From an optimization exercise on the open Yosys and OpenROAD flow, aimed at small area; shortcuts taken in it are not production practice.
Where RTL was checked, it was by simulation tests only, not by an equivalence proof against the original.
Only the layout flow was run in runs 3 and 4; the RTL was not checked for function there.

$ cat flow/run.sh
#!/bin/bash
# synth_recipe.tcl (not shown) runs the flow's synth.tcl, then flattens the netlist and writes it again
# the make line also repeats each setting of config.mk as NAME=value (left out here)
make -C /OpenROAD-flow-scripts/flow DESIGN_CONFIG=/design/flow/config.mk WORK_HOME=/design/flow/orfs CLKGATE_MAP_FILE= SYNTH_SCRIPT=/design/flow/synth_recipe.tcl finish
$ cat flow/config.mk
export PLATFORM = sky130hd
export DESIGN_NAME = SR_full_top
export DESIGN_NICKNAME = SR_full_top
export VERILOG_FILES = /design/flow/design.v
export SDC_FILE = /design/flow/constraint.sdc
export NUM_CORES = 8
export LEC_CHECK = 0
export CAP_MARGIN = 20
export CORE_MARGIN = 2
export CORE_UTILIZATION = 40
export CTS_BUF_LIST = sky130_fd_sc_hd__clkbuf_8
export CTS_CLUSTER_DIAMETER = 100
export CTS_CLUSTER_SIZE = 12
export PLACE_DENSITY = 0.5
export SLEW_MARGIN = 20
$ cat flow/design.v
`timescale 1ns / 1ps
module SR_chain #(parameter PH = 0) (
    input  wire       clk,
    input  wire       clr,
    input  wire [9:0] code,
    output wire       inc
);
    function automatic reachable(input integer v);
        begin
            if (PH == 0) reachable = 1'b1;
            else reachable = (v <= 721) || v == 725 || v == 739 || v == 1004 ||
                             v == 1018 || v == 1022 || v == 1023;
        end
    endfunction
    wire [31:0] row = 32'd1 << code[9:5];
    wire [31:0] col = 32'd1 << code[4:0];
    wire [1023:0] t;
    genvar r, c;
    generate for (r = 0; r < 32; r = r + 1) begin : rw
        for (c = 0; c < 32; c = c + 1) begin : cl
            if (reachable(r*32+c)) begin : e
                reg s1, s2;
                wire hit = row[r] & col[c];
                always @(posedge clk) begin
                    s1 <= hit | (s1 & ~clr);
                    s2 <= (s2 | (hit & s1)) & ~clr;
                end
                assign t[r*32+c] = hit & s1 & ~s2;
            end else begin : n
                assign t[r*32+c] = 1'b0;
            end
        end
    end endgenerate
    assign inc = |t;
endmodule
`timescale 1ns / 1ps
module SR_chain_control (
    input  wire       clk,
    input  wire       reset,
    input  wire       start,
    output reg  [7:0] q,
    output reg        run,
    output reg        frame_end,
    output reg        done
);
    wire last = (q == 8'd249);
    always @(posedge clk) begin
        if (reset) begin
            q <= 8'd235;
            run <= 1'b0;
            frame_end <= 1'b0;
            done <= 1'b0;
        end else begin
            if (run | start) begin
                q <= last ? 8'd0 : q + 8'd1;
                if (last) run <= 1'b1;
            end
            frame_end <= run & last;
            done <= run & (q >= 8'd22) & (q <= 8'd29);
        end
    end
endmodule
`timescale 1ns / 1ps
module cordic_rtop (
    input  wire        i_clk,
    input  wire [13:0] i_xval,
    input  wire [13:0] i_yval,
    output wire [9:0]  o_mag,
    output wire [9:0]  o_phase
);
    localparam NST = 12;
    wire sx = i_xval[13], sy = i_yval[13];
    wire [14:0] ex = {sx, i_xval};
    wire [14:0] ey = {sy, i_yval};
    wire [14:0] x0 = (ex ^ {15{sx}}) + (ey ^ {15{sy}}) + {13'd0, sx & sy, sx ^ sy};
    wire [14:0] y0 = (ex ^ {15{~sy}}) + (ey ^ {15{sx}}) + {13'd0, ~sy & sx, ~sy ^ sx};
    reg [14:0] xv [0:NST];
    reg [13:0] uv [0:NST-1];
    reg [NST+1:0] dq [0:NST];
    always @(posedge i_clk) begin
        xv[0] <= x0;
        uv[0] <= y0[13:0] ^ {14{y0[14]}};
        dq[0] <= {sx, sy, y0[14], {(NST-1){1'b0}}};
    end
    genvar i, j;
    generate for (i = 0; i < NST; i = i + 1) begin : it
        localparam S = i + 1;
        wire [14:0] x = xv[i];
        wire [13:0] u = uv[i];
        wire neg = dq[i][NST-1-i];
        wire [14:0] ua = {{(S+1){1'b0}}, u[13:S]};
        wire [15:0] cx;
        wire [14:0] xn;
        assign cx[0] = neg;
        for (j = 0; j < 15; j = j + 1) begin : ax
            assign xn[j] = x[j] ^ ua[j] ^ cx[j];
            assign cx[j+1] = (x[j] & ua[j]) | (cx[j] & (x[j] ^ ua[j]));
        end
        always @(posedge i_clk) xv[i+1] <= xn;
        if (i < NST-1) begin : yy
            wire [14:0] ua2 = {1'b0, u};
            wire [14:0] xs = ~({{S{x[14]}}, x[14:S]});
            wire [15:0] cy;
            wire [14:0] d;
            assign cy[0] = 1'b1;
            for (j = 0; j < 15; j = j + 1) begin : ay
                assign d[j] = ua2[j] ^ xs[j] ^ cy[j];
                assign cy[j+1] = (ua2[j] & xs[j]) | (cy[j] & (ua2[j] ^ xs[j]));
            end
            always @(posedge i_clk) begin
                uv[i+1] <= d[13:0] ^ {14{d[14]}};
                dq[i+1] <= dq[i] | ({{(NST+1){1'b0}}, neg ^ d[14]} << (NST-2-i));
            end
        end else begin : yl
            always @(posedge i_clk) dq[i+1] <= dq[i];
        end
    end endgenerate
    wire [27:0] xw = {{13{xv[NST][14]}}, xv[NST]};
    wire [27:0] prod = (xw << 15) + (xw << 13) - (xw << 10) - (xw << 7) - (xw << 3) - (xw << 1);
    assign o_mag = prod[27:18];
    wire [NST+1:0] f = dq[NST];
    reg [18:0] k0;
    always @* begin
        case (f[NST+1:NST])
        2'b01: k0 = 19'd322560 - 19'd56184;
        2'b10: k0 = 19'd138240 - 19'd56184;
        2'b11: k0 = 19'd230400 - 19'd56184;
        default: k0 = 19'd46080 - 19'd56184;
        endcase
    end
    wire [18:0] ph = k0
        + (f[11] ? 19'd0 : 19'd54406) + (f[10] ? 19'd0 : 19'd28746)
        + (f[9]  ? 19'd0 : 19'd14592) + (f[8]  ? 19'd0 : 19'd7324)
        + (f[7]  ? 19'd0 : 19'd3664)  + (f[6]  ? 19'd0 : 19'd1832)
        + (f[5]  ? 19'd0 : 19'd916)   + (f[4]  ? 19'd0 : 19'd458)
        + (f[3]  ? 19'd0 : 19'd230)   + (f[2]  ? 19'd0 : 19'd114)
        + (f[1]  ? 19'd0 : 19'd58)    + (f[0]  ? 19'd0 : 19'd28);
    assign o_phase = ph[18:9];
endmodule
`timescale 1ns / 1ps
module DBSCAN_ARG (
    input  wire       clk,
    input  wire       clr,
    input  wire       inc,
    input  wire       load,
    output reg  [6:0] count,
    output wire [9:0] out
);
    reg [6:0] run_cnt, prev, out_r;
    always @(posedge clk) begin
        if (clr) begin
            run_cnt <= 7'd0;
            count <= run_cnt;
            prev <= count;
        end else begin
            run_cnt <= run_cnt + {6'd0, inc};
        end
        if (load) out_r <= prev;
    end
    assign out = {3'b000, out_r};
endmodule
`timescale 1ns / 1ps
module mlp_24bit_scalable (
    input  wire        clk,
    input  wire [7:0]  q,
    input  wire [6:0]  c0,
    input  wire [6:0]  c1,
    output wire [3:0]  classification_result,
    output wire [23:0] regression_result
);
    localparam W0 = 12, W1 = 11, W2 = 15;    
    wire hid  = (q >= 8'd31) & (q <= 8'd37);
    wire hid0 = (q == 8'd31);
    wire xfer = (q == 8'd38);
    reg [3:0] b;       
    reg [3:0] k;       
    wire bl = (b == 4'd13);
    always @(posedge clk) begin
        b <= (xfer | bl) ? 4'd0 : b + 4'd1;
        k <= xfer ? 4'd0 : k + {3'd0, bl};
    end
    wire have = (b == 4'd0) & (q >= 8'd53);     
    wire [2:0] cs = q[2:0] + 3'd1;
    wire cb0 = c0[cs];
    wire cb1 = c1[cs];
    reg [13:0] h0, h1, h2;
    localparam [38*16-1:0] VROM = 608'b11111100011101011111011110000010011100111111000111010111110111100000100111001111111011011011111001000100000111000011100001000001111110111101000000111101101100000110101111101000001111111100101110110010011101110010000100000001111111000110101000111010110100111111001110111111111010011111000111011111110100111111111110011010000110011011111001111000000000010100100000010100000001011010111010100101100000000000000000001101001101010111011100000001000111111101110011111111010101000001101100111101110101111111110110001000100000101110101100011111110110000010100000100110001001101100000001100111011111100011000001000000;
    wire [37:0] vk = VROM[k*38 +: 38];
    wire [W0-1:0] v0 = vk[11:0];
    wire [W1-1:0] v1 = vk[22:12];
    wire [W2-1:0] v2 = vk[37:23];
    reg [W0-1:0] d0; reg [W1-1:0] d1; reg [W2-1:0] d2;
    always @* begin
        if (hid) begin
            case ({cb1, cb0})
            2'b00: begin d0 = 0;   d1 = 0;   d2 = 0;   end
            2'b01: begin d0 = 50;  d1 = -10; d2 = -72; end
            2'b10: begin d0 = -22; d1 = 95;  d2 = 98;  end
            default: begin d0 = 28; d1 = 85; d2 = 26; end
            endcase
        end else begin
            d0 = h0[0] ? v0 : {W0{1'b0}};
            d1 = h1[0] ? v1 : {W1{1'b0}};
            d2 = h2[0] ? v2 : {W2{1'b0}};
        end
    end
    wire first = hid ? hid0 : (b == 4'd0);
    wire [W0-1:0] i0 = hid ? -12'sd1110 : 12'd0;
    wire [W1-1:0] i1 = hid ? -11'sd380 : 11'd0;
    wire [W2-1:0] i2 = hid ? 15'sd2010 : 15'd0;
    reg [W0-1:0] A0; reg [6:0] L0;
    reg [W1-1:0] A1; reg [6:0] L1;
    reg [W2-1:0] A2; reg [6:0] L2;
    wire [W0:0] s0; wire [W1:0] s1; wire [W2:0] s2;
    mlp_radd #(W0) ad0(.a(first ? i0 : A0), .b(d0), .s(s0));
    mlp_radd #(W1) ad1(.a(first ? i1 : A1), .b(d1), .s(s1));
    mlp_radd #(W2) ad2(.a(first ? i2 : A2), .b(d2), .s(s2));
    always @(posedge clk) begin
        A0 <= s0[W0:1]; L0 <= {s0[0], L0[6:1]};
        A1 <= s1[W1:1]; L1 <= {s1[0], L1[6:1]};
        A2 <= s2[W2:1]; L2 <= {s2[0], L2[6:1]};
    end
    wire [W0+6:0] f0 = {A0, L0};
    wire [W1+6:0] f1 = {A1, L1};
    wire [W2+6:0] f2 = {A2, L2};
    always @(posedge clk) begin
        h0 <= xfer ? (f0[W0+6] ? 14'd0 : f0[13:0]) : {h0[0], h0[13:1]};
        h1 <= xfer ? (f1[W1+6] ? 14'd0 : f1[13:0]) : {h1[0], h1[13:1]};
        h2 <= xfer ? (f2[W2+6] ? 14'd0 : f2[13:0]) : {h2[0], h2[13:1]};
    end
    localparam [16*16-1:0] OBROM = 256'b1110011110010110111101110011000111111111011110110000100010100101000001100011111100001110101010010000101101110110111111110110011011101110110100101111101010101111000001010011101100000011101001010000100000000010000100010111010011111011010010001110011110010110;
    wire [15:0] obk = OBROM[k*16 +: 16];
    wire [22:0] e0 = {{(23-W0-7){f0[W0+6]}}, f0};
    wire [22:0] e1 = {{(23-W1-7){f1[W1+6]}}, f1};
    wire [22:0] e2 = {{(23-W2-7){f2[W2+6]}}, f2};
    wire [22:0] e3 = {{7{obk[15]}}, obk};
    wire [22:0] p1 = e0 ^ e1 ^ e2;
    wire [22:0] g1 = {(e0[21:0] & e1[21:0]) | (e2[21:0] & (e0[21:0] ^ e1[21:0])), 1'b0};
    wire [22:0] p2 = p1 ^ g1 ^ e3;
    wire [22:0] g2 = {(p1[21:0] & g1[21:0]) | (e3[21:0] & (p1[21:0] ^ g1[21:0])), 1'b0};
    wire [23:0] ok;
    mlp_radd #(23) ads(.a(p2), .b(g2), .s(ok));
    reg [15:0] okr;
    reg        fits;
    reg        cmpv;      
    always @(posedge clk) begin
        okr <= ok[15:0];
        fits <= (ok[22:15] == 8'h00) | (ok[22:15] == 8'hff);
        cmpv <= have;
    end
    reg [15:0] maxv;
    reg [3:0] maxi;
    reg [15:0] reg0;
    wire [15:0] ma = {~maxv[15], maxv[14:0]};
    wire [15:0] ob = {okr[15], ~okr[14:0]};
    wire [16:0] cc;
    assign cc[0] = 1'b1;
    genvar j;
    generate for (j = 0; j < 16; j = j + 1) begin : cmp
        assign cc[j+1] = (ma[j] & ob[j]) | (cc[j] & (ma[j] | ob[j]));
    end endgenerate
    wire gt = fits & ~cc[16];
    always @(posedge clk) begin
        if (cmpv) begin
            if (k == 4'd1) begin
                maxv <= okr; maxi <= 4'd0; reg0 <= okr;
            end else if (gt) begin
                maxv <= okr; maxi <= k - 4'd1;
            end
        end
    end
    assign classification_result = maxi;
    assign regression_result = {{8{reg0[15]}}, reg0};
endmodule
module mlp_radd #(parameter W = 8) (
    input  wire [W-1:0] a,
    input  wire [W-1:0] b,
    output wire [W:0]   s
);
    wire [W:0] c;
    assign c[0] = 1'b0;
    genvar j;
    generate for (j = 0; j < W; j = j + 1) begin : fa
        assign s[j] = a[j] ^ b[j] ^ c[j];
        assign c[j+1] = (a[j] & b[j]) | (c[j] & (a[j] ^ b[j]));
    end endgenerate
    assign s[W] = a[W-1] ^ b[W-1] ^ c[W];
endmodule
`timescale 1ns / 1ps
module SR_full_top(input [13:0] ini,
                   input [13:0] inq,
                   input clk,
                   input reset,
                   input start,
                   output [9:0] out0,
                   output [9:0] out1,
                   output [3:0] classification_result,
                   output [23:0] regression_result,
                   output done,
                   output frame_end
    );
    wire [7:0] q;
    wire run;
    SR_chain_control ctl(.clk(clk), .reset(reset), .start(start), .q(q), .run(run),
                         .frame_end(frame_end), .done(done));
    wire [9:0] mag, arg;
    cordic_rtop cordic(.i_clk(clk), .i_xval(ini), .i_yval(inq), .o_mag(mag), .o_phase(arg));
    wire clr = (q == 8'd247);
    wire inc_abs, inc_arg;
    SR_chain #(.PH(0)) hist_abs(.clk(clk), .clr(clr), .code(mag), .inc(inc_abs));
    SR_chain #(.PH(1)) hist_arg(.clk(clk), .clr(clr), .code(arg), .inc(inc_arg));
    wire [6:0] c_arg, c_abs;
    DBSCAN_ARG cnt_arg(.clk(clk), .clr(clr), .inc(inc_arg), .load(q == 8'd1), .count(c_arg), .out(out0));
    DBSCAN_ARG cnt_abs(.clk(clk), .clr(clr), .inc(inc_abs), .load(q == 8'd1), .count(c_abs), .out(out1));
    mlp_24bit_scalable mlp(.clk(clk), .q(q), .c0(c_arg), .c1(c_abs),
                           .classification_result(classification_result),
                           .regression_result(regression_result));
endmodule
$ cat flow/constraint.sdc
create_clock -name core_clock -period 10.0 [get_ports {clk}]
set_input_delay 2.0000 -clock core_clock [delete_from_list [all_inputs] [get_ports {clk}]]
set_output_delay 2.0000 -clock core_clock [all_outputs]
set_load 0.01 [all_outputs]
==> flow_summary.yaml, run 1 <==
worst_setup_path:
  crit_type: "reg2reg"
  worstPathArrival_ns: 10.79
  critical_path.most_common_cell: "nand3_1"
  cp-start-kind: "flip-flop"
  reg2reg_from: "cordic.xv[12][1]"
  cp.depth: 28
  slowest_stage: "nor4_1"
  cp_top_family: "simple AND/OR/NAND/NOR gates"
  startpoint: "cordic.xv[12][1]"
  r2r_cells: 28
  endpoint_kind: "flip-flop"
  worstPathRequired_ns: 11.00
  cp_max_fo: 17
  path_buf_inv: 5
  cp_slowest_stage_delay_ns: 0.71
synth:
  syn_area_per_cell_um2: 9.463
  syn_area_um2: 165900
  seq_area_frac_synth_pct: 51.17
  yosys.area.top_type_share_pct: 49.75
  synth_top_cells_by_area: "dfxtp_1 (50%), fa_1 (5.1%), a31oi_1 (4.2%), a22o_1 (4.0%), o21ai_0 (3.4%)"
  synth_ff_type: "dfxtp_1"
  async_reset_ff_share_pct: 0
  synth_edf_count: 78
  ys_ff_latch: 4201
  synth_top_cell_by_area: "dfxtp_1"
  syn_inst: 17530
  synth_warnings: 9
  yosysUniqueCellTypes: 99
clock_network:
  cts_root_buf: "clkbuf_8"
  post_cts_buffers: 0
  clockBufferDepth: 4
  cts.sinks: 4201
  cts_tree: "yes"
  path_clk_slew_ns: 0.08
  htree_levels: 5
  numCtsBuffers: 392
  clock_latency_ns: 1.23
global_routing:
  grt-ovfl-total: 0
  grt_first_pass_wirelength_um: 951600
  grt_pass1_vias: 126400
  antenna_found_initial: 62
  grtUsageTotal_pct: 31.14
  grt_max_degree: 160
timing:
  setup_tns_ns: 0
  worstMarginPinSlew_ns: 1.241
  max_freq_mhz: 102.2
  rsz0062_at_grt: "no"
  relSlewSlack_pct: 17.14
  finalSetupViolCount: 0
  fin_crit_ns: 9.788
  hold_viol: 0
  fin_crit_sh_pct: 97.88
  drv_slew: 0
  fin_skew_ns: 0.1422
route:
  wire_per_inst_um: 29.42
  met3_length_um: 60870
  ant_nets: 0
  wl_met1_um: 284300
  drc_errors: 0
  routed_wl_um: 674000
  num_vias: 137400
  wl_met2_um: 293300
  dr.pass1.iters: 6
  drtIter0Drc: 17000
  maxUsedRoutingLayer: "met5"
  viasPerCell: 5.996
place:
  dp_hpwl_um: 447200
  place_congestion: 0.9484
  port_buffers: 74
  placed_area_um2: 175900
die:
  die_area_um2: 419900
  initial_core_util_pct: 40.16
  row_count: 236
  ioPinCount: 81
  die_height_um: 648.0
  die_w_um: 648.0
  core_um2: 413100
job:
  cap_violations: 0
layout:
  syn_to_final_growth_pct: 9.619
  fill_cells: 40190
  drive_gt1_share_pct: 8.211
  stdcell_area_um2: 181800
  nets: 18100
hold_path:
  hold_path.class: "reg2reg"
  hold_depth: 0
  hp-start: "cordic.dq[3][13]"
outcome:
  status: "no timing/DRC/antenna violations"
-- sequential cells by signal, summed over array words and instances (netlist names), 16 cells and up --
name / flops
cordic.xv: 195
mlp.maxv: 16
cordic.uv: 156
mlp.okr: 16
mlp.reg0: 16
hist_arg.rw.cl.e.s1: 728
hist_abs.rw.cl.e.s1: 1024
hist_arg.rw.cl.e.s2: 728
hist_abs.rw.cl.e.s2: 1024
cordic.dq: 116
-- cells in the final DEF, fill, tap and decap left out, types with 129 or more instances in the layout --
cell type,netlist,final
dfxtp_1,4123,4122
nor2_1,1246,1220
inv_1,1194,1208
nand2_1,1161,1152
a31oi_1,1126,1126
o21ai_0,1124,1123
a21oi_1,807,806
nand3_1,793,776
a22o_1,759,758
buf_4,22,672
fa_1,421,421
clkbuf_8,0,405
ha_1,286,286
o22ai_1,249,248
nand4b_1,230,230
nand4_1,208,208
xnor2_1,186,184
nand3b_1,179,179
nor2b_1,177,177
nor4_1,186,175
nor3b_1,158,158
nand2b_1,129,129
-- logic make-up after synthesis --
kind of cell             count (synthesis)  share of synthesized area (%)
XOR/XNOR                               299                          1.579
AO/OA/AOI/OAI                         4781                          18.73
multiplexers                            29                         0.1984
other                                    1                       0.002261
flip-flops                            4201                          51.17
adder cells (fa/ha/maj)                717                          7.298
AND/OR/NAND/NOR                       4903                          14.98
buffers and inverters                 2600                          6.050
-- cells in the mapped netlist, types with 166 or more instances --
| master | number |
|---|---|
| nand4b_1 | 230 |
| nor2b_1 | 177 |
| o22ai_1 | 249 |
| inv_1 | 1194 |
| nand4_1 | 208 |
| ha_1 | 286 |
| nor2_1 | 1246 |
| nor3_1 | 166 |
| a22o_1 | 759 |
| a21oi_1 | 807 |
| o21ai_0 | 1124 |
| nand3_1 | 793 |
| dfxtp_1 | 4123 |
| nand3b_1 | 179 |
| fa_1 | 421 |
| xnor2_1 | 186 |
| nor4_1 | 186 |
| nand2_1 | 1161 |
| buf_1 | 273 |
| a31oi_1 | 1126 |
| clkbuf_1 | 960 |
-- final timing paths --
kind | to | slack [ns]
min | cordic.dq[4][13] | 0.25
min reg2reg | cordic.dq[4][13] | 0.25
max | cnt_abs.run_cnt[6] | 0.21
max reg2reg | cnt_abs.run_cnt[6] | 0.21
-- cell type report --
| type | instances | area [um2] | area share, % |
|---|---|---|---|
| tap | 5474 | 6849 | 3.766 |
| clock buffer | 404 | 5560 | 3.058 |
| antenna | 32 | 80.08 | 0.04404 |
| inverter | 1195 | 4493 | 2.471 |
| timing repair buffer | 833 | 7507 | 4.128 |
| sequential | 4201 | 84880 | 46.68 |
| multi-input combinational | 10740 | 72230 | 39.72 |
| clock inverter | 36 | 247.7 | 0.1362 |
-- repair_timing --
action / 4_1_cts / 5_1_grt
setup endpoints to repair: 0 / 8
hold buffers: 0 / 0
resized for setup: 0 / 9
-- stage by stage --
step	hold WS (ns)	instances	utilization (%)	setup slack (ns)
after global routing	0.3299	22890	44.01	0.03009
final	0.2478	22910	44.02	0.2121
after CTS	0.3024	22880	43.99	0.2839
after global placement	0.3098	22430	42.57	0.2970
after detailed placement	0.3121	22440	42.58	0.3172
after floorplan	0.3096	17540	-	1.389
-- layer usage --
metal | vias up | global-route usage [%]
li1 | 61230 | -
met4 | 14 | 13.94
met1 | 67910 | 42.70
met3 | 1441 | 5.480
met5 | - | 0
met2 | 6780 | 47.85
-- worst register-to-register path, delay by kind of cell, from the launching register on --
family	cells	cell delay, ns
buffers and inverters	5	0.91
XOR/XNOR	1	0.17
adder cells (fa/ha/maj)	6	2.29
AND/OR/NAND/NOR	12	4.66
flip-flops	1	0.51
AO/OA/AOI/OAI	4	1.07
==> run 2, diff against run 1 <==
--- a/flow/config.mk
+++ b/flow/config.mk
@@ -7,9 +7,9 @@
 export LEC_CHECK = 0
 export CAP_MARGIN = 20
 export CORE_MARGIN = 2
-export CORE_UTILIZATION = 40
+export CORE_UTILIZATION = 50
 export CTS_BUF_LIST = sky130_fd_sc_hd__clkbuf_8
 export CTS_CLUSTER_DIAMETER = 100
 export CTS_CLUSTER_SIZE = 12
-export PLACE_DENSITY = 0.5
+export PLACE_DENSITY = 0.6
 export SLEW_MARGIN = 20
==> flow_summary.yaml, run 2 <==
hold_path:
  hp-start: "cordic.dq[11][6]"
  hold_path_end: "cordic.dq[12][6]"
  hold_depth: 0
  hold_path.class: "reg2reg"
route:
  dr.pass1.iters: 9
  wire_per_inst_um: 28.97
  viasPerCell: 6.363
  num_vias: 138200
  routed_wl_um: 629100
  drtIter0Drc: 17820
  ant_nets: 0
  drc_errors: 0
worst_setup_path:
  endpoint_kind: "flip-flop"
  crit_type: "reg2reg"
  reg2reg_slack_ns: 0.24
  worstPathRequired_ns: 10.99
  cp_slowest_stage_delay_ns: 0.76
  r2r_cells: 27
  worstPathArrival_ns: 10.75
  critical_path.most_common_cell: "ha_1"
  reg2reg_to: "cnt_arg.run_cnt[6]"
  cp_max_fo: 21
  cp-start-kind: "flip-flop"
  slowest_stage: "nor4_1"
  startpoint: "cordic.dq[12][4]"
  reg2reg_from: "cordic.dq[12][4]"
synth:
  yosysUniqueCellTypes: 99
  synthXorXnorAreaFrac_pct: 1.579
  synth_edf_count: 78
  syn_area_per_cell_um2: 9.463
  synth_top_cells_by_area: "dfxtp_1 (50%), fa_1 (5.1%), a31oi_1 (4.2%), a22o_1 (4.0%), o21ai_0 (3.4%)"
  synth.most_common_cell: "dfxtp_1"
  synth_mux_area_share_pct: 0.1984
  synth_fa_ha_area_share_pct: 7.298
  async_reset_ff_share_pct: 0
  synthSimpleGateAreaFrac_pct: 14.98
  ys_ff_latch: 4201
  synth_top_cell_by_area: "dfxtp_1"
  seq_area_frac_synth_pct: 51.17
  yosys.area.top_type_share_pct: 49.75
  synth_ff_type: "dfxtp_1"
  syn_area_um2: 165900
  synth_top_family_by_area: "compound AO/OA/AOI/OAI gates"
  synth_warnings: 9
  syn_inst: 17530
  synth_compound_area_share_pct: 18.73
  synth_top_cells_by_count: "dfxtp_1 (4,123), nor2_1 (1,246), inv_1 (1,194), nand2_1 (1,161), a31oi_1 (1,126)"
global_routing:
  grt_first_pass_wirelength_um: 903000
  antenna_found_initial: 60
  use_met3_pct: 8.933
  grt_pass1_vias: 127700
  use_met1_pct: 47.34
  grtUsageTotal_pct: 36.18
  top_usage_layer: "met2"
  grt_max_degree: 181
  grt-ovfl-total: 0
  met2_usage_pct: 54.32
timing:
  finalSetupViolCount: 0
  relSlewSlack_pct: 13.12
  fin_crit_sh_pct: 97.61
  hold-worst-slack_ns: 0.2877
  setup_tns_ns: 0
  worstMarginPinSlew_ns: 1.291
  fin_crit_ns: 9.761
  fin_skew_ns: 0.1338
  rsz0062_at_grt: "no"
  max_freq_mhz: 102.4
  hold_viol: 0
  drv_slew: 0
place:
  place_congestion: 1.018
  dp_hpwl_um: 406700
  dp_cells: 21230
  port_buffers: 74
clock_network:
  cts.sinks: 4201
  holdBufCountCts: 0
  numCtsBuffers: 390
  clockBufferDepth: 4
  path_clk_slew_ns: 0.10
  post_cts_buffers: 0
  cts_root_buf: "clkbuf_8"
  htree_levels: 5
  clock_latency_ns: 1.22
  cts_tree: "yes"
layout:
  nets: 18000
  largestRegisters: "hist_abs.rw.cl.e.s1 x1024, hist_abs.rw.cl.e.s2 x1024"
  drive_gt1_share_pct: 7.623
  final_common_cell: "dfxtp_1"
  syn_to_final_growth_pct: 8.465
  layout_common_cells: "dfxtp_1 (4,122), nor2_1 (1,220), inv_1 (1,208)"
  stdcell_count: 21710
die:
  initial_core_util_pct: 50.23
  ioPinCount: 81
  die_w_um: 580.0
  row_count: 211
  core_um2: 330300
  die_area_um2: 336400
  die_height_um: 580.0
outcome:
  status: "no timing/DRC/antenna violations"
job:
  cap_violations: 0
-- run 2: cell counts after synthesis --
No cell type changed its count.
-- run 2: cell families (layout without fill, tap and decap cells) --
kind of cell / Yosys count / in the layout
multiplexers: 29 / 29
other: 1 / 51
AO/OA/AOI/OAI: 4781 / 4781
flip-flops: 4201 / 4201
adder cells (fa/ha/maj): 717 / 717
AND/OR/NAND/NOR: 4903 / 4903
XOR/XNOR: 299 / 299
buffers and inverters: 2600 / 2366
-- run 2: worst max-delay path: cells and delay by family, from the launching register on --
family,cells,cell delay (ns)
XOR/XNOR,1,0.15
adder cells (fa/ha/maj),7,2.72
buffers and inverters,3,0.73
AO/OA/AOI/OAI,6,2.39
AND/OR/NAND/NOR,10,3.15
flip-flops,1,0.45
-- run 2: repair_timing --
| action | CTS | global route |
|---|---|---|
| endpoints found under the setup margin | 0 | 1 |
| resized for setup | 0 | 1 |
| hold endpoints to repair | 0 | 0 |
-- run 2: worst max path at each step --
stage | to | slack [ns] | depth (start not counted)
after floorplan | mlp.fits | 1.39 | 36
after global placement | cnt_abs.run_cnt[6] | 0.58 | 28
after detailed placement | cnt_abs.run_cnt[6] | 0.60 | 28
after CTS | cnt_abs.run_cnt[6] | 0.58 | 28
after global routing | cnt_arg.run_cnt[6] | 0.03 | 27
final | cnt_arg.run_cnt[6] | 0.24 | 27
-- run 2: metal layers --
layer / vias up / routed length [um]
met3: 2052 / 71630
li1: 61050 / -
met5: - / 280
met1: 66980 / 246100
met4: 36 / 42680
met2: 8048 / 268300
-- run 2: layout make-up --
| cell class | instances | area, um2 |
|---|---|---|
| Antenna cell | 45 | 112.6 |
| Clock buffer | 396 | 5450 |
| Clock inverter | 41 | 326.6 |
| Fill cell | 29950 | 150300 |
| Inverter | 1195 | 4493 |
| Multi-Input combinational cell | 10740 | 72190 |
| Sequential cell | 4201 | 84880 |
| Tap cell | 4366 | 5463 |
| Timing Repair Buffer | 734 | 7013 |
-- run 2: through the flow --
step | utilization, % | cell area, um2 | setup WS (ns)
finish | 54.48 | 179900 | 0.2387
global route | 54.45 | 179800 | 0.03151
CTS | 54.43 | 179800 | 0.5756
detailed placement | 52.68 | 174000 | 0.6008
global placement | 52.67 | 174000 | 0.5793
floorplan | - | 165900 | 1.389
==> run 3, diff against run 2 <==
--- a/flow/design.v
+++ b/flow/design.v
@@ -240,19 +240,12 @@
     wire [22:0] g2 = {(p1[21:0] & g1[21:0]) | (e3[21:0] & (p1[21:0] ^ g1[21:0])), 1'b0};
     wire [23:0] ok;
     mlp_radd #(23) ads(.a(p2), .b(g2), .s(ok));
-    reg [15:0] okr;
-    reg        fits;
-    reg        cmpv;      
-    always @(posedge clk) begin
-        okr <= ok[15:0];
-        fits <= (ok[22:15] == 8'h00) | (ok[22:15] == 8'hff);
-        cmpv <= have;
-    end
     reg [15:0] maxv;
     reg [3:0] maxi;
     reg [15:0] reg0;
+    wire fits = (ok[22:15] == 8'h00) | (ok[22:15] == 8'hff);
     wire [15:0] ma = {~maxv[15], maxv[14:0]};
-    wire [15:0] ob = {okr[15], ~okr[14:0]};
+    wire [15:0] ob = {ok[15], ~ok[14:0]};
     wire [16:0] cc;
     assign cc[0] = 1'b1;
     genvar j;
@@ -261,11 +254,11 @@
     end endgenerate
     wire gt = fits & ~cc[16];
     always @(posedge clk) begin
-        if (cmpv) begin
+        if (have) begin
             if (k == 4'd1) begin
-                maxv <= okr; maxi <= 4'd0; reg0 <= okr;
+                maxv <= ok[15:0]; maxi <= 4'd0; reg0 <= ok[15:0];
             end else if (gt) begin
-                maxv <= okr; maxi <= k - 4'd1;
+                maxv <= ok[15:0]; maxi <= k - 4'd1;
             end
         end
     end
--- a/flow/config.mk
+++ b/flow/config.mk
@@ -7,9 +7,9 @@
 export LEC_CHECK = 0
 export CAP_MARGIN = 20
 export CORE_MARGIN = 2
-export CORE_UTILIZATION = 50
+export CORE_UTILIZATION = 40
 export CTS_BUF_LIST = sky130_fd_sc_hd__clkbuf_8
 export CTS_CLUSTER_DIAMETER = 100
 export CTS_CLUSTER_SIZE = 12
-export PLACE_DENSITY = 0.6
+export PLACE_DENSITY = 0.5
 export SLEW_MARGIN = 20
==> flow_summary.yaml, run 3 <==
outcome:
  status: "complete, but fails checks"
  failed_checks: "negative setup slack"
die:
  initial_core_util_pct: 40.23
  core_um2: 406700
  ioPinCount: 81
  die_height_um: 643.6
  die_area_um2: 414200
  row_count: 234
  die_w_um: 643.6
worst_setup_path:
  crit_type: "reg2reg"
  endpoint_kind: "flip-flop"
  worstPathRequired_ns: 10.84
  critical_path.most_common_cell: "fa_2"
  r2r_cells: 36
  slowest_stage: "a31oi_1"
  cp_max_fo: 20
  cp-start-kind: "flip-flop"
  cp_slowest_stage_delay_ns: 0.38
  worstPathArrival_ns: 11.09
layout:
  syn_to_final_growth_pct: 9.080
  drive_gt1_share_pct: 7.854
  stdcell_area_um2: 178500
  stdcell_count: 22270
  final_common_cell: "dfxtp_1"
  largestRegisters: "hist_abs.rw.cl.e.s1 x1024, hist_abs.rw.cl.e.s2 x1024"
  fill_cells: 39360
  final_util_pct: 43.89
  layout_common_cells: "dfxtp_1 (4,101), inv_1 (1,310), nor2_1 (1,132)"
  nets: 17530
synth:
  synth_top_cells_by_area: "dfxtp_1 (50%), a22o_1 (5.7%), fa_1 (5.2%), a31oi_1 (3.7%), a21oi_1 (3.3%)"
  ys_ff_latch: 4183
  synth_top_cells_by_count: "dfxtp_1 (4,105), inv_1 (1,299), nor2_1 (1,144), a21oi_1 (1,076), a22o_1 (1,068)"
  async_reset_ff_share_pct: 0
  seq_area_frac_synth_pct: 51.66
  syn_area_per_cell_um2: 9.606
  synth_edf_count: 78
  syn_area_um2: 163600
  yosys.area.top_type_share_pct: 50.22
  synth_warnings: 9
  yosysUniqueCellTypes: 114
  syn_inst: 17030
  synth_top_cell_by_area: "dfxtp_1"
  synth_ff_type: "dfxtp_1"
  synth.most_common_cell: "dfxtp_1"
clock_network:
  post_cts_buffers: 0
  htree_levels: 5
  path_clk_slew_ns: 0.10
  numCtsBuffers: 388
  clockBufferDepth: 4
  cts_root_buf: "clkbuf_8"
  cts_tree: "yes"
  cts.sinks: 4183
  clock_latency_ns: 1.20
timing:
  max_freq_mhz: 97.61
  relSlewSlack_pct: 17.73
  drv_slew: 0
  layout_setup_ws_ns: -0.2449
  rsz0062_at_grt: "yes"
  fin_crit_ns: 10.24
  finalSetupViolCount: 20
  worstMarginPinSlew_ns: 1.234
  fin_skew_ns: 0.1330
  hold_viol: 0
  fin_crit_sh_pct: 102.4
  setup_tns_ns: -4.801
route:
  wire_per_inst_um: 25.68
  viasPerCell: 5.721
  num_vias: 127400
  drc_errors: 0
  ant_nets: 0
  drtIter0Drc: 11840
  dr.pass1.iters: 8
  routed_wl_um: 572000
place:
  dp_hpwl_um: 374400
  placed_area_um2: 172700
  port_buffers: 74
  dp_cells: 21830
  place_ws_ns: -0.3681
  place_congestion: 0.8690
global_routing:
  met2_usage_pct: 43.05
  use_met3_pct: 3.123
  grtUsageTotal_pct: 26.69
  grt_pass1_vias: 119400
  grt_first_pass_wirelength_um: 833300
  antenna_found_initial: 35
  grt_max_degree: 193
  top_usage_layer: "met2"
  grt-ovfl-total: 0
  use_met1_pct: 37.08
hold_path:
  hold_depth: 0
  hold_path.class: "reg2reg"
job:
  cap_violations: 0
-- run 3: cell count changes in the layout (fill, tap and decap cells not counted), moves of 72 or more --
cell | before | now
nor4_1 | 177 | 88
a22o_1 | 759 | 1068
nor2b_1 | 177 | 87
nand3b_1 | 179 | 339
o21ai_0 | 1123 | 808
inv_1 | 1208 | 1310
a21oi_1 | 806 | 1073
nand2_1 | 1154 | 868
nand3_1 | 779 | 929
nand4_1 | 208 | 136
nor2_1 | 1220 | 1132
a31oi_1 | 1125 | 971
-- run 3: final timing paths --
path | from | end | slack (ns)
min reg2reg | cordic.dq[6][9] | cordic.dq[7][9] | 0.31
min | cordic.dq[6][9] | cordic.dq[7][9] | 0.31
max reg2reg | mlp.k[0] | mlp.maxv[4] | -0.24
max | mlp.k[0] | mlp.maxv[4] | -0.24
-- run 3: per-stage QoR --
step / hold WS (ns)
floorplan: 0.3096
global placement: 0.3104
detailed placement: 0.3121
CTS: 0.3068
global route: 0.3292
finish: 0.3100
-- run 3: cells by family (layout without fill, tap and decap cells) --
family,after synthesis,in the layout,share of synthesized area (%)
adders and majority gates,715,715,7.387
other,1,19,0.002292
muxes,16,16,0.1162
xor gates and xnor gates,294,294,1.587
buffers and inverters,2666,2460,6.238
and+or+nand+nor,4366,4366,13.68
AOI/OAI and AO/OA,4792,4792,19.33
DFF,4183,4183,51.66
-- run 3: worst max-delay path: cells and delay by family (launching register included) --
kind	cells	cell delay, ns
buffers and inverters	3	0.30
XOR/XNOR	3	0.42
flip-flops	1	0.35
adder cells (fa/ha/maj)	23	7.27
AND/OR/NAND/NOR	3	0.65
AO/OA/AOI/OAI	4	0.93
-- run 3: final cells by class --
type                            count  area, um2  share of cell area (%)
Sequential cell                  4183      84530                   47.36
Clock buffer                      391       5381                   3.015
Clock inverter                     38      332.8                  0.1865
Antenna cell                       13      32.53                 0.01823
Timing Repair Buffer              728       6664                   3.734
Tap cell                         5428       6792                   3.805
Multi-Input combinational cell  10190      69850                   39.13
Inverter                         1303       4903                   2.747
-- run 3: timing repair --
action | 4_1_cts | 5_1_grt
resized for setup | 2 | 4
endpoints found under the setup margin | 20 | 22
pin swaps | 0 | 1
hold buffers | 0 | 0
-- run 3: layer usage --
layer / wire length [um] / share of wire, %
met3: 35440 / 6.2
met2: 259600 / 45
met5: 92 / 0.016
met1: 256400 / 45
met4: 20400 / 3.6
==> run 4, diff against run 3 <==
--- a/flow/design.v
+++ b/flow/design.v
@@ -12,22 +12,28 @@
                              v == 1018 || v == 1022 || v == 1023;
         end
     endfunction
-    wire [31:0] row = 32'd1 << code[9:5];
-    wire [31:0] col = 32'd1 << code[4:0];
+    wire [3:0]  qs  = 4'd1 << code[9:8];
+    wire [15:0] row = 16'd1 << code[7:4];
+    wire [15:0] col = 16'd1 << code[3:0];
     wire [1023:0] t;
-    genvar r, c;
-    generate for (r = 0; r < 32; r = r + 1) begin : rw
-        for (c = 0; c < 32; c = c + 1) begin : cl
-            if (reachable(r*32+c)) begin : e
-                reg s1, s2;
-                wire hit = row[r] & col[c];
-                always @(posedge clk) begin
-                    s1 <= hit | (s1 & ~clr);
-                    s2 <= (s2 | (hit & s1)) & ~clr;
+    genvar q, r, c;
+    generate for (q = 0; q < 4; q = q + 1) begin : qu
+        wire [15:0] rq = row & {16{qs[q]}};
+        wire [15:0] cq = col & {16{qs[q]}};
+        for (r = 0; r < 16; r = r + 1) begin : rw
+            for (c = 0; c < 16; c = c + 1) begin : cl
+                localparam integer V = q*256 + r*16 + c;
+                if (reachable(V)) begin : e
+                    reg s1, s2;
+                    wire hit = rq[r] & cq[c];
+                    always @(posedge clk) begin
+                        s1 <= hit | (s1 & ~clr);
+                        s2 <= (s2 | (hit & s1)) & ~clr;
+                    end
+                    assign t[V] = hit & s1 & ~s2;
+                end else begin : n
+                    assign t[V] = 1'b0;
                 end
-                assign t[r*32+c] = hit & s1 & ~s2;
-            end else begin : n
-                assign t[r*32+c] = 1'b0;
             end
         end
     end endgenerate
@@ -240,12 +246,19 @@
     wire [22:0] g2 = {(p1[21:0] & g1[21:0]) | (e3[21:0] & (p1[21:0] ^ g1[21:0])), 1'b0};
     wire [23:0] ok;
     mlp_radd #(23) ads(.a(p2), .b(g2), .s(ok));
+    reg [15:0] okr;
+    reg        fits;
+    reg        cmpv;      
+    always @(posedge clk) begin
+        okr <= ok[15:0];
+        fits <= (ok[22:15] == 8'h00) | (ok[22:15] == 8'hff);
+        cmpv <= have;
+    end
     reg [15:0] maxv;
     reg [3:0] maxi;
     reg [15:0] reg0;
-    wire fits = (ok[22:15] == 8'h00) | (ok[22:15] == 8'hff);
     wire [15:0] ma = {~maxv[15], maxv[14:0]};
-    wire [15:0] ob = {ok[15], ~ok[14:0]};
+    wire [15:0] ob = {okr[15], ~okr[14:0]};
     wire [16:0] cc;
     assign cc[0] = 1'b1;
     genvar j;
@@ -254,11 +267,11 @@
     end endgenerate
     wire gt = fits & ~cc[16];
     always @(posedge clk) begin
-        if (have) begin
+        if (cmpv) begin
             if (k == 4'd1) begin
-                maxv <= ok[15:0]; maxi <= 4'd0; reg0 <= ok[15:0];
+                maxv <= okr; maxi <= 4'd0; reg0 <= okr;
             end else if (gt) begin
-                maxv <= ok[15:0]; maxi <= k - 4'd1;
+                maxv <= okr; maxi <= k - 4'd1;
             end
         end
     end
==> flow_summary.yaml, run 4 <==
global_routing:
  grt_max_degree: 163
  grtUsageTotal_pct: 32.24
  antenna_found_initial: 56
  grt-ovfl-total: 0
  grt_pass1_vias: 126800
  grt_first_pass_wirelength_um: 973700
synth:
  syn_area_per_cell_um2: 9.565
  synth_warnings: 9
  async_reset_ff_share_pct: 0
  synth_top_cells_by_count: "dfxtp_1 (4,123), nor2_1 (1,299), inv_1 (1,249), a31oi_1 (1,090), clkbuf_1 (1,039)"
  syn_inst: 17210
  synth_edf_count: 78
  yosys.area.top_type_share_pct: 50.16
  synth_top_cell_by_area: "dfxtp_1"
  yosysUniqueCellTypes: 104
  ys_ff_latch: 4201
  syn_area_um2: 164600
  seq_area_frac_synth_pct: 51.58
  synth_top_cells_by_area: "dfxtp_1 (50%), a22o_1 (5.2%), fa_1 (5.1%), a31oi_1 (4.1%), nor2_1 (3.0%)"
  synth.most_common_cell: "dfxtp_1"
  synth_ff_type: "dfxtp_1"
timing:
  finalSetupViolCount: 0
  fin_crit_ns: 9.889
  fin_crit_sh_pct: 98.89
  drv_slew: 0
  worstMarginPinSlew_ns: 1.325
  hold_viol: 0
  relSlewSlack_pct: 10.77
  max_freq_mhz: 101.1
  fin_skew_ns: 0.1477
worst_setup_path:
  reg2reg_from: "cordic.xv[12][1]"
  cp_max_fo: 8
  cp-start-kind: "flip-flop"
  startpoint: "cordic.xv[12][1]"
  worstPathRequired_ns: 11.09
  worstPathArrival_ns: 10.97
  slowest_stage: "o21ai_2"
  endpoint_kind: "flip-flop"
  cp_slowest_stage_delay_ns: 1.04
  crit_type: "reg2reg"
route:
  num_vias: 137300
  wire_per_inst_um: 30.48
  drc_errors: 0
  routed_wl_um: 694100
  viasPerCell: 6.029
  ant_nets: 0
  drtIter0Drc: 17070
  dr.pass1.iters: 6
clock_network:
  post_cts_buffers: 0
  cts.sinks: 4201
  cts_tree: "yes"
  htree_levels: 5
  cts_root_buf: "clkbuf_8"
  holdBufCountCts: 0
  clock_latency_ns: 1.27
  path_clk_slew_ns: 0.08
  numCtsBuffers: 389
  clockBufferDepth: 4
layout:
  drive_gt1_share_pct: 9.384
  layout_common_cells: "dfxtp_1 (4,122), inv_1 (1,268), nor2_1 (1,254)"
  largestRegisters: "hist_abs.qu.rw.cl.e.s1 x1024, hist_abs.qu.rw.cl.e.s2 x1024"
  syn_to_final_growth_pct: 10.66
  nets: 17980
  stdcell_count: 22780
  final_common_cell: "dfxtp_1"
die:
  die_w_um: 645.4
  die_height_um: 645.4
  core_um2: 409600
  row_count: 235
  initial_core_util_pct: 40.18
  die_area_um2: 416600
  ioPinCount: 81
place:
  port_buffers: 74
  dp_cells: 22300
  dp_hpwl_um: 485100
  place_congestion: 0.9902
hold_path:
  hp-start: "cordic.dq[5][12]"
  hold_path.class: "reg2reg"
outcome:
  status: "no timing/DRC/antenna violations"
job:
  cap_violations: 0
[run 4: critical path: cells and delay by family, from the launching register on]
| family | cells | cell delay, ns |
|---|---|---|
| AO/OA/AOI/OAI | 6 | 2.55 |
| XOR/XNOR | 1 | 0.16 |
| buffers and inverters | 5 | 1.07 |
| AND/OR/NAND/NOR | 11 | 3.36 |
| flip-flops | 1 | 0.49 |
| adder cells (fa/ha/maj) | 6 | 2.18 |
[run 4: worst paths after layout]
check,slack (ns),end,depth (start not counted)
worst min register to register,0.27,cordic.dq[6][12],0
worst max-delay path,0.11,cnt_abs.run_cnt[6],29
worst min-delay path,0.27,cordic.dq[6][12],0
worst max register to register,0.11,cnt_abs.run_cnt[6],29
[run 4: per-stage QoR]
stage                     util (%)  hold WS, ns  setup TNS, ns  instance area (um2)  setup slack [ns]
final                        44.46       0.2688              0               182100            0.1105
after global routing         44.44       0.3220     -0.0001403               182000        -0.0001403
after CTS                    44.42       0.3121              0               181900           0.06593
after detailed placement     43.01       0.3121              0               176200          0.001211
after global placement       43.00       0.3104         -1.284               176100           -0.4085
after floorplan                  -       0.3096              0               164600             1.550
[run 4: per-layer routing]
layer,global-route usage (%),wire length (um),share of wire [%],vias up
met5,0,141,0.020,-
met3,6.595,65790,9.5,1707
met4,17.04,43940,6.3,20
li1,-,-,-,60700
met2,49.36,299500,43,7125
met1,42.81,284800,41,67770
[run 4: repair_timing]
action,in CTS,in global routing
gates resized for setup,1,8
pin swaps,0,1
endpoints found under the hold margin,0,0
setup endpoints to repair,1,6
[run 4: logic make-up (layout without fill, tap and decap cells)]
logic type	count (synthesis)	count (layout)	synth area share, %
other	1	45	0.002279
DFF	4201	4201	51.58
muxes	19	19	0.1338
and+or+nand+nor	4647	4647	14.48
adders and majority gates	716	716	7.351
xor gates and xnor gates	290	290	1.548
AOI/OAI and AO/OA	4745	4745	18.93
buffers and inverters	2586	2661	5.977
[run 4: layout make-up]
cell class	instances	area, um2
clock buffer	395	5436
tap	5451	6820
inverter	1251	4703
multi-input combinational	10420	71460
clock inverter	41	324.1
fill	39510	227500
sequential	4201	84880
timing repair buffer	974	8383
antenna	39	97.59

-- what the ideal ports hide --
The results above use ideal ports. As a check the final layouts listed here were re-extracted and re-timed, cells and wires unchanged. Step 1 (the two cells are an assumption about what drives the block):
set clk [get_ports {clk}]
set_driving_cell -lib_cell sky130_fd_sc_hd__clkbuf_16 $clk
set_driving_cell -lib_cell sky130_fd_sc_hd__buf_2 [delete_from_list [all_inputs] $clk]
Step 2 moves the port delays by t, midway between the first and last clock arrival at a register: inputs arrive t later, outputs are due t later. That takes back most of the time a late clock gives input paths. Three values: ideal, step 1, step 2; two values: the first two.
run | shift t [ns] | slack for setup (ns) | worst setup path at the end | cell pins on the clock port's net
run 1 | 1.288 | 0.212 / 0.212 / 0.212 | register to register | 1
run 2 | 1.265 | 0.239 / 0.239 / 0.239 | register to register | 1
run 3 | 1.247 | -0.245 / -0.245 / -0.245 | register to register | 1
run 4 | 1.300 | 0.111 / 0.111 / 0.111 | register to register | 1
